Context: an optimization exercise on an open-source flow, tuned for small area, a short achievable clock period and few clock cycles. The choices shown serve that exercise and are no tape-out recipe. Only simulation tests tie the RTL to the original design; equivalence was not proved. No driver is modelled on the clock port, so clocking that relies on it looks cheaper here than on a real chip. Power figures rest on the tool's default switching activity, not on a simulated workload.

==> flow/design.v <==
module day1_2 (
    input  logic clk,
    input  logic rst,
    input  logic tvalid_rx,
    output logic tready_rx,
    input  logic [7:0] tdata_rx,
    input  logic tlast_rx,
    output logic tvalid_tx,
    input  logic tready_tx,
    output logic [31:0] tdata_tx,
    output logic tlast_tx
);
  logic       tv;           
  logic       tl;           
  logic       tn;           
  logic [4:0] td;           
  logic       rst_q;
  always_ff @(posedge clk) begin
    rst_q <= rst;
    tv <= tvalid_rx & ~rst;
    tl <= tlast_rx;
    tn <= ~tdata_rx[6];
    td <= tdata_rx[4:0];
  end
  logic [4:0] st;           
  logic [4:0] ns;
  logic       wf;           
  logic [3:0] wd;           
  wire l_e = (td == 5'd5);
  wire l_f = (td == 5'd6);
  wire l_g = (td == 5'd7);
  wire l_h = (td == 5'd8);
  wire l_i = (td == 5'd9);
  wire l_n = (td == 5'd14);
  wire l_o = (td == 5'd15);
  wire l_r = (td == 5'd18);
  wire l_s = (td == 5'd19);
  wire l_t = (td == 5'd20);
  wire l_u = (td == 5'd21);
  wire l_v = (td == 5'd22);
  wire l_w = (td == 5'd23);
  wire l_x = (td == 5'd24);
  wire l_z = (td == 5'd26);
  wire s_root = (st == 5'd0);
  wire s_e = (st == 5'd10);
  wire s_f = (st == 5'd11);
  wire s_n = (st == 5'd8);
  wire s_o = (st == 5'd3);
  wire s_s = (st == 5'd29);
  wire s_t = (st == 5'd9);
  wire s_z = (st == 5'd14);
  wire s_ei = (st == 5'd12);
  wire s_fi = (st == 5'd31);
  wire s_fo = (st == 5'd19);
  wire s_ni = (st == 5'd28);
  wire s_on = (st == 5'd1);
  wire s_se = (st == 5'd15);
  wire s_si = (st == 5'd7);
  wire s_th = (st == 5'd6);
  wire s_tw = (st == 5'd22);
  wire s_ze = (st == 5'd24);
  wire s_eig = (st == 5'd23);
  wire s_fiv = (st == 5'd4);
  wire s_fou = (st == 5'd20);
  wire s_nin = (st == 5'd2);
  wire s_sev = (st == 5'd16);
  wire s_thr = (st == 5'd21);
  wire s_zer = (st == 5'd13);
  wire s_eigh = (st == 5'd5);
  wire s_seve = (st == 5'd27);
  wire s_thre = (st == 5'd30);
  assign ns[0] = (l_e & (s_s | s_sev)) | l_f | (l_g & (s_ei)) | (l_h & (s_eig)) | (l_i & (s_f | s_s)) | (l_n & (s_o | s_fo)) | l_o | (l_r & (s_th | s_ze)) | l_s | l_t;
  assign ns[1] = (l_e & (s_root | s_e | s_f | s_n | s_o | s_s | s_t | s_ei | s_fi | s_fo | s_ni | s_on | s_se | s_si | s_th | s_tw | s_ze | s_eig | s_fiv | s_fou | s_nin | s_sev | s_thr | s_zer | s_eigh | s_seve | s_thre)) | l_f | (l_g & (s_ei)) | (l_h & (s_t)) | (l_i & (s_f | s_s)) | (l_n & (s_ni)) | l_o | (l_w & (s_t)) | l_z;
  assign ns[2] = (l_e & (s_s | s_thr)) | (l_g & (s_ei)) | (l_h & (s_t | s_eig)) | (l_i & (s_e | s_f | s_n | s_s | s_on | s_se | s_ze | s_nin | s_seve | s_thre)) | (l_r & (s_th | s_ze)) | l_s | (l_u & (s_fo)) | (l_v & (s_fi)) | (l_w & (s_t)) | l_z;
  assign ns[3] = l_e | l_f | (l_i & (s_e | s_f | s_n | s_on | s_se | s_ze | s_nin | s_seve | s_thre)) | (l_n & (s_root | s_e | s_f | s_n | s_s | s_t | s_z | s_ei | s_fi | s_on | s_se | s_si | s_th | s_tw | s_ze | s_eig | s_fiv | s_fou | s_nin | s_sev | s_thr | s_zer | s_eigh | s_seve | s_thre)) | (l_r & (s_ze)) | l_s | l_t | l_z;
  assign ns[4] = (l_e & (s_z | s_sev | s_thr)) | (l_g & (s_ei)) | (l_i & (s_f | s_n | s_on | s_nin)) | (l_o & (s_f)) | (l_r & (s_th)) | l_s | (l_u & (s_fo)) | (l_v & (s_se)) | (l_w & (s_t));
  assign wf = (l_e & (s_on | s_fiv | s_nin | s_thre)) | (l_n & (s_seve)) | (l_o & (s_tw | s_zer)) | (l_r & (s_fou)) | (l_t & (s_eigh)) | (l_x & (s_si));
  assign wd[0] = (l_e & (s_on | s_fiv | s_nin | s_thre)) | (l_n & (s_seve));
  assign wd[1] = (l_e & (s_thre)) | (l_n & (s_seve)) | (l_o & (s_tw)) | (l_x & (s_si));
  assign wd[2] = (l_e & (s_fiv)) | (l_n & (s_seve)) | (l_r & (s_fou)) | (l_x & (s_si));
  assign wd[3] = (l_e & (s_nin)) | (l_t & (s_eigh));
  logic [3:0] first_dig, last_dig;
  logic       mac;          
  logic [6:0] acc_lo;
  logic       cy;           
  logic [16:0] acc_hi;
  logic       done;
  wire found = tn | wf;
  wire [3:0] dig = tn ? td[3:0] : wd;
  wire [6:0] val = {first_dig, 3'b000} + {2'b00, first_dig, 1'b0} + {3'b000, last_dig};
  wire fresh = mac | (first_dig == 4'hF);
  always_ff @(posedge clk) begin
    if (rst_q) first_dig <= 4'hF;
    else if (tv && found && fresh) first_dig <= dig;
    else if (mac) first_dig <= 4'hF;
  end
  always_ff @(posedge clk) begin
    if (tv && found) last_dig <= dig;
  end
  always_ff @(posedge clk) begin
    if (rst_q) begin
      st     <= '0;
      mac    <= 1'b0;
      acc_lo <= '0;
      cy     <= 1'b0;
      acc_hi <= '0;
    end else begin
      if (tv) begin
        st   <= (tl || tn) ? 5'd0 : ns;
      end
      mac <= tv & tl;
      {cy, acc_lo} <= {1'b0, acc_lo} + (mac ? {1'b0, val} : 8'd0);
      acc_hi <= acc_hi + {16'd0, cy};
    end
  end
  always_ff @(posedge clk) begin
    done <= ~rst & tready_tx & ~tv & ~mac & ~cy;
  end
  assign tready_rx = 1'b1;
  assign tvalid_tx = done;
  assign tlast_tx  = done;
  assign tdata_tx  = {8'd0, acc_hi, acc_lo};
endmodule
export LEC_CHECK = 0
export CAP_MARGIN = 20
export CORE_MARGIN = 2
export CORE_UTILIZATION = 40
export SLEW_MARGIN = 20
create_clock -name core_clock -period 10.0 [get_ports {clk}]
standard.sh (not shown) runs the stock make flow with config.mk's settings and CLKGATE_MAP_FILE= SYNTH_SCRIPT=/design/flow/synth_recipe.tcl, a recipe that flattens the netlist after the stock synthesis.
==> flow/flow/run.sh <==
#!/bin/bash
# Layout flow: the standard synthesis, then its combinational logic re-optimised for area
# with ABC (registers, their names and cell types kept), then the standard layout with
# small port buffers, a two-buffer clock tree (flow/clk2.tcl, run before CTS) and a
# tighter setup target for repair_timing.
set -euo pipefail
R=orfs/results/$FLOW_PLATFORM/day1_2/base
bash standard.sh synth > synth.log 2>&1
cp $R/1_2_yosys.v $R/1_2_yosys.std.v
LIB=$FLOW_HOME/platforms/$FLOW_PLATFORM/lib/sky130_fd_sc_hd__tt_025C_1v80.lib \
IN=$R/1_2_yosys.std.v OUT=$R/1_2_yosys.v yosys -c flow/resyn.tcl > resyn.log 2>&1
rm -f $R/1_synth.odb $R/1_synth.sdc
bash standard.sh BUFFER_PORTS_ARGS="-buffer_cell sky130_fd_sc_hd__buf_1" SETUP_SLACK_MARGIN=7.2 \
  PRE_CTS_TCL=$PWD/flow/clk2.tcl \
  CTS_ARGS="-sink_clustering_enable -repair_clock_nets -dont_use_dummy_load" finish > standard.log 2>&1
==> flow/flow/area.abc <==
strash
&get -n
&deepsyn -J 200 -S 1 -T 600
&put
dc2
dch -f
map -D 1600
topo
Other scripts of this flow, unchanged in this note and not shown: flow/flow/clk2.tcl, flow/flow/resyn.tcl
Testbench counts at the start, summed over its fixed seeds: cycles 33,504.
Then changed:
--- a/flow/flow/run.sh
+++ b/flow/flow/run.sh
@@ -13 +13 @@
-bash standard.sh BUFFER_PORTS_ARGS="-buffer_cell sky130_fd_sc_hd__buf_1" SETUP_SLACK_MARGIN=7.2 \
+bash standard.sh BUFFER_PORTS_ARGS="-buffer_cell sky130_fd_sc_hd__buf_1" SETUP_SLACK_MARGIN=7.3 \
==> flow/flow/area.abc (replaced) <==
strash
&get -n
&deepsyn -J 200 -S 1 -T 600
&put
dc2
dch -f
map -D 1800
topo
Wire length goes down by about 2%.
Via count goes down by 0.91%.
Worst hold slack loses 0.026 ns.
Die area goes down by about 0.8%.
Worst setup slack gains 0.062 ns.
Clock skew stays flat.
Power goes up by 0.91%.
Register-to-register slack gains 0.15 ns.
Critical path depth does not change.
Clock power goes up by about 0.9%.


Starts from the design.v that is shown in full above.
Settings: LEC_CHECK=0, CAP_MARGIN=20, CORE_MARGIN=2, CORE_UTILIZATION=40, SLEW_MARGIN=20; clock period 10.0 ns.
==> flow/flow/run.sh <==
#!/bin/bash
# Layout flow: the standard synthesis, then its combinational logic re-optimised for area
# with ABC (registers, their names and cell types kept), then the standard layout with
# small port buffers, a two-buffer clock tree (flow/clk2.tcl, run before CTS) and a
# tighter setup target for repair_timing.
set -euo pipefail
R=orfs/results/$FLOW_PLATFORM/day1_2/base
bash standard.sh synth > synth.log 2>&1
cp $R/1_2_yosys.v $R/1_2_yosys.std.v
LIB=$FLOW_HOME/platforms/$FLOW_PLATFORM/lib/sky130_fd_sc_hd__tt_025C_1v80.lib \
IN=$R/1_2_yosys.std.v OUT=$R/1_2_yosys.v yosys -c flow/resyn.tcl > resyn.log 2>&1
rm -f $R/1_synth.odb $R/1_synth.sdc
bash standard.sh BUFFER_PORTS_ARGS="-buffer_cell sky130_fd_sc_hd__buf_1" SETUP_SLACK_MARGIN=7.2 \
  PRE_CTS_TCL=$PWD/flow/clk2.tcl \
  CTS_ARGS="-sink_clustering_enable -repair_clock_nets -dont_use_dummy_load" finish > standard.log 2>&1
==> flow/flow/area.abc <==
strash
&get -n
&deepsyn -J 200 -S 1 -T 600
&put
dc2
dch -f
map -D 1800
topo
upsize -D 1800
dnsize -D 1800
Other scripts of this flow, unchanged in this note and not shown: flow/flow/clk2.tcl, flow/flow/resyn.tcl
The baseline went through all stages and came out clean.
Testbench counts at the start, summed over its fixed seeds: cycles 33,504.
Change:
==> flow/flow/area.abc (replaced) <==
strash
&get -n
&deepsyn -J 200 -S 1 -T 600
&put
dc2
dch -f
map -D 1900
topo
The new run completed without violations. Cell area increases by 2.7%. Wire length decreases by 0.71%. Via count increases by 0.68%. Power increases by 0.54%. Global-route usage decreases by 0.73 points. Sequential power hardly moves. Die area increases by 1.1%.
Change:
==> flow/flow/area.abc (replaced) <==
strash
&get -n
&deepsyn -J 200 -S 1 -T 600
&put
dc2
dch -f
amap
topo
Effect: The new run passed the timing, DRC and antenna checks; sequential power stays flat; die area is lower by a few percent; cell count shrinks by a little under a tenth; synthesized area shrinks by a few percent; synthesized cell count decreases by roughly a tenth; total power rises slightly; sequential share of layout area shrinks by 0.44 points; setup slack barely changes; global-route usage climbs by 0.84 points.
Change:
==> flow/flow/area.abc (replaced) <==
strash
&get -n
&deepsyn -J 200 -S 1 -T 600
&put
dc2
dch -f
map -D 1800
topo
--- a/flow/config.mk
+++ b/flow/config.mk
@@ -8,4 +8,4 @@
 export CAP_MARGIN = 20
 export CORE_MARGIN = 2
-export CORE_UTILIZATION = 40
+export CORE_UTILIZATION = 75
 export SLEW_MARGIN = 20
What happened:
- The changed run completed without violations
- total power hardly moves
- die area falls by well over a third
- sequential cell count does not change
- maximum frequency fell slightly
- final area shrinks by a few percent
- via count increases by roughly a tenth
- final cell count is lower slightly
- utilization rose by 40 points


// day1_2: RTL as listed in full above, without the edits since
clock: 10.0 ns
lec_check: 0
cap_margin: 20
core_margin: 2
core_utilization: 40
slew_margin: 20
==> flow/flow/area.abc <==
strash
&get -n
&deepsyn -J 200 -S 1 -T 600
&put
dc2
dch -f
map -D 1800
topo
dnsize -D 1800
==> flow/flow/clk2.tcl <==
# Two clkbuf_16 driven by the clock port, each driving the flip-flops on its half of the core.
set block [ord::get_db_block]
set xs {}
set pins {}
foreach pin [get_pins -of_objects [get_nets clk] -filter "direction == input"] {
  set inst [[sta::sta_to_db_pin $pin] getInst]
  set bb [$inst getBBox]
  lappend pins [list [expr ([$bb xMin] + [$bb xMax]) / 2] [expr ([$bb yMin] + [$bb yMax]) / 2] [get_full_name $pin]]
}
set pins [lsort -integer -index 0 $pins]
set n [llength $pins]
set h [expr $n / 2]
set groups [list [lrange $pins 0 [expr $h - 1]] [lrange $pins $h end]]
set k 0
foreach g $groups {
  set sx 0; set sy 0; set names {}
  foreach p $g { set sx [expr $sx + [lindex $p 0]]; set sy [expr $sy + [lindex $p 1]]; lappend names [lindex $p 2] }
  set dbu [$block getDbUnitsPerMicron]
  set cx [expr double($sx) / [llength $g] / $dbu]
  set cy [expr double($sy) / [llength $g] / $dbu]
  insert_buffer -buffer_cell sky130_fd_sc_hd__clkbuf_16 -net clk -load_pins [get_pins $names] -location [list $cx $cy] -buffer_name clkroot_$k -net_name clknet_$k
  incr k
}
foreach i [$block getInsts] { if {[string match clkroot* [$i getName]]} { [[$i findITerm X] getNet] setSigType CLOCK; puts "CLKROOT [$i getName] [[$i getMaster] getName] [[[$i findITerm X] getNet] getName] [llength [[[$i findITerm X] getNet] getITerms]]" } }
==> flow/flow/resyn.tcl <==
# Re-map the combinational logic of the synthesized netlist for area.
# Flip-flops and tie cells stay as they are, with their instance names.
yosys -import
set lib $::env(LIB)
read_liberty -ignore_miss_func $lib
read_verilog $::env(IN)
hierarchy -top $::env(FLOW_TOP)
setattr -mod -set keep_hierarchy 1 sky130_fd_sc_hd__*df* sky130_fd_sc_hd__conb_*
flatten
opt_clean
abc -liberty $lib -script flow/area.abc -dont_use *lpflow* -dont_use *probe*
opt_clean -purge
tee -o resyn_stat.txt stat -liberty $lib
select $::env(FLOW_TOP)
write_verilog -noattr -selected $::env(OUT)
Scripts as last shown in full above: flow/flow/run.sh
Testbench counts at the start, summed over its fixed seeds: cycles 33,504.
Then changed:
--- a/flow/flow/run.sh
+++ b/flow/flow/run.sh
@@ -1,5 +1,6 @@
 #!/bin/bash
 # Layout flow: the standard synthesis, then its combinational logic re-optimised for area
-# with ABC (registers, their names and cell types kept), then the standard layout with
+# with ABC (deepsyn, then mapping at a 1.8 ns target; registers, their names and cell types
+# kept), then the standard layout with
 # small port buffers, a two-buffer clock tree (flow/clk2.tcl, run before CTS) and a
 # tighter setup target for repair_timing.
==> flow/flow/area.abc (replaced) <==
strash
&get -n
&deepsyn -J 200 -S 1 -T 600
&put
dc2
dch -f
map -D 1800
topo
Sequential power stays flat.
Via count barely changes.
Worst hold slack gains 9.4 ps.
Synthesized cell count is unchanged.
Routed wire length is lower by 0.60%.
Design area is lower by 0.67%.
Combinational power drops by about 2%.
Register-to-register slack is about the same.
Clock skew barely changes.
Then changed:
--- a/flow/flow/run.sh
+++ b/flow/flow/run.sh
@@ -1,6 +1,5 @@
 #!/bin/bash
 # Layout flow: the standard synthesis, then its combinational logic re-optimised for area
-# with ABC (deepsyn, then mapping at a 1.8 ns target; registers, their names and cell types
-# kept), then the standard layout with
+# with ABC (registers, their names and cell types kept), then the standard layout with
 # small port buffers, a two-buffer clock tree (flow/clk2.tcl, run before CTS) and a
 # tighter setup target for repair_timing.
Outcome:
- via count is unchanged
- hold slack stays the same
- clock skew stays the same
- final area does not change
- power is unchanged
- register-to-register slack barely changes
- area after synthesis stays the same
- clock power barely changes
- utilization is unchanged
- cell count stays the same
- sequential cell count stays the same
Then changed:
CORE_UTILIZATION = 60   (was 40)
Sequential share of layout area grows by 0.11 points.
Fmax stays flat.
Cell area barely changes.
Routed wire length came out lower slightly.
Die area goes down by a quarter to a third.
Worst hold slack gains 12 ps.
Final cell count shrinks by a few percent.
Then changed:
--- a/flow/flow/run.sh
+++ b/flow/flow/run.sh
@@ -11,5 +11,5 @@
 IN=$R/1_2_yosys.std.v OUT=$R/1_2_yosys.v yosys -c flow/resyn.tcl > resyn.log 2>&1
 rm -f $R/1_synth.odb $R/1_synth.sdc
-bash standard.sh BUFFER_PORTS_ARGS="-buffer_cell sky130_fd_sc_hd__buf_1" SETUP_SLACK_MARGIN=7.2 \
+bash standard.sh BUFFER_PORTS_ARGS="-buffer_cell sky130_fd_sc_hd__buf_1" SETUP_SLACK_MARGIN=7.1 \
   PRE_CTS_TCL=$PWD/flow/clk2.tcl \
   CTS_ARGS="-sink_clustering_enable -repair_clock_nets -dont_use_dummy_load" finish > standard.log 2>&1
CORE_UTILIZATION = 40   (was 60)
Result:
- The changed run went through all stages and came out clean
- cell area barely changes
- first-iteration DRC count shrinks by 34%
- die area grows by 47%
Then changed:
--- a/flow/flow/run.sh
+++ b/flow/flow/run.sh
@@ -11,5 +11,5 @@
 IN=$R/1_2_yosys.std.v OUT=$R/1_2_yosys.v yosys -c flow/resyn.tcl > resyn.log 2>&1
 rm -f $R/1_synth.odb $R/1_synth.sdc
-bash standard.sh BUFFER_PORTS_ARGS="-buffer_cell sky130_fd_sc_hd__buf_1" SETUP_SLACK_MARGIN=7.1 \
+bash standard.sh BUFFER_PORTS_ARGS="-buffer_cell sky130_fd_sc_hd__buf_1" SETUP_SLACK_7.2=MARGIN \
   PRE_CTS_TCL=$PWD/flow/clk2.tcl \
   CTS_ARGS="-sink_clustering_enable -repair_clock_nets -dont_use_dummy_load" finish > standard.log 2>&1
==> flow/flow/area.abc (replaced) <==
strash
&get -n
&deepsyn -J 200 -S 1 -T 600
&put
dc2
dch -f
amap
topo
Result:
- design area fell by about 4%
- sequential share of layout area rose by 1.5 points
- synthesized cell count fell by 8.3%
- worst hold slack improves by 44 ps
- via count fell by about 4%
- setup slack degrades by 360 ps
- clock skew hardly moves
- cell count fell by about 6%
- global-route usage stays flat

-- what the ideal ports hide --
How much do the figures lean on ideal ports? The routed layouts below were timed once more, with nothing changed but the port constraints.
Step 1 (the two cells are an assumption about what drives the block):
set clk [get_ports {clk}]
set_driving_cell -lib_cell sky130_fd_sc_hd__clkbuf_16 $clk
set_driving_cell -lib_cell sky130_fd_sc_hd__buf_2 [delete_from_list [all_inputs] $clk]
Step 2 times the ports against the registers' clock, not the clock port: input delays grow and output delays shrink by t, the midpoint of the rising clock arrivals with the driver on.
Slacks: no drivers / after step 1 / after step 2; pairs: no drivers / after step 1.
run	shift t [ns]	setup WS [ns]	hold WS [ns]	slew at the worst register clock pin (ns)	worst data-port slew with drivers (ns)
the first run of note 1	0.205	7.258 / 7.210 / 7.306	0.448 / 0.448 / 0.448	0.10 / 0.10	0.04
the second run of note 1	0.206	7.320 / 7.271 / 7.456	0.421 / 0.421 / 0.421	0.10 / 0.10	0.04
the first run of note 2	0.205	7.269 / 7.220 / 7.381	0.418 / 0.418 / 0.418	0.10 / 0.10	0.04
the second run of note 2	0.204	7.246 / 7.197 / 7.333	0.419 / 0.419 / 0.419	0.10 / 0.10	0.04
the third run of note 2	0.200	7.244 / 7.206 / 7.244	0.473 / 0.473 / 0.473	0.09 / 0.09	0.04
the fourth run of note 2	0.205	7.228 / 7.207 / 7.228	0.428 / 0.428 / 0.428	0.10 / 0.10	0.04
the first run of note 3	0.204	7.267 / 7.220 / 7.393	0.419 / 0.419 / 0.419	0.10 / 0.10	0.04
the second run of note 3	0.207	7.271 / 7.220 / 7.379	0.428 / 0.428 / 0.428	0.10 / 0.10	0.04
the third run of note 3	0.207	7.271 / 7.220 / 7.379	0.428 / 0.428 / 0.428	0.10 / 0.10	0.04
the fourth run of note 3	0.200	7.276 / 7.230 / 7.376	0.440 / 0.440 / 0.440	0.10 / 0.10	0.04
the fifth run of note 3	0.206	7.271 / 7.221 / 7.370	0.428 / 0.428 / 0.428	0.10 / 0.10	0.04
the sixth run of note 3	0.201	6.912 / 6.912 / 6.912	0.473 / 0.473 / 0.473	0.09 / 0.09	0.04
After both steps every run listed still meets setup and hold.
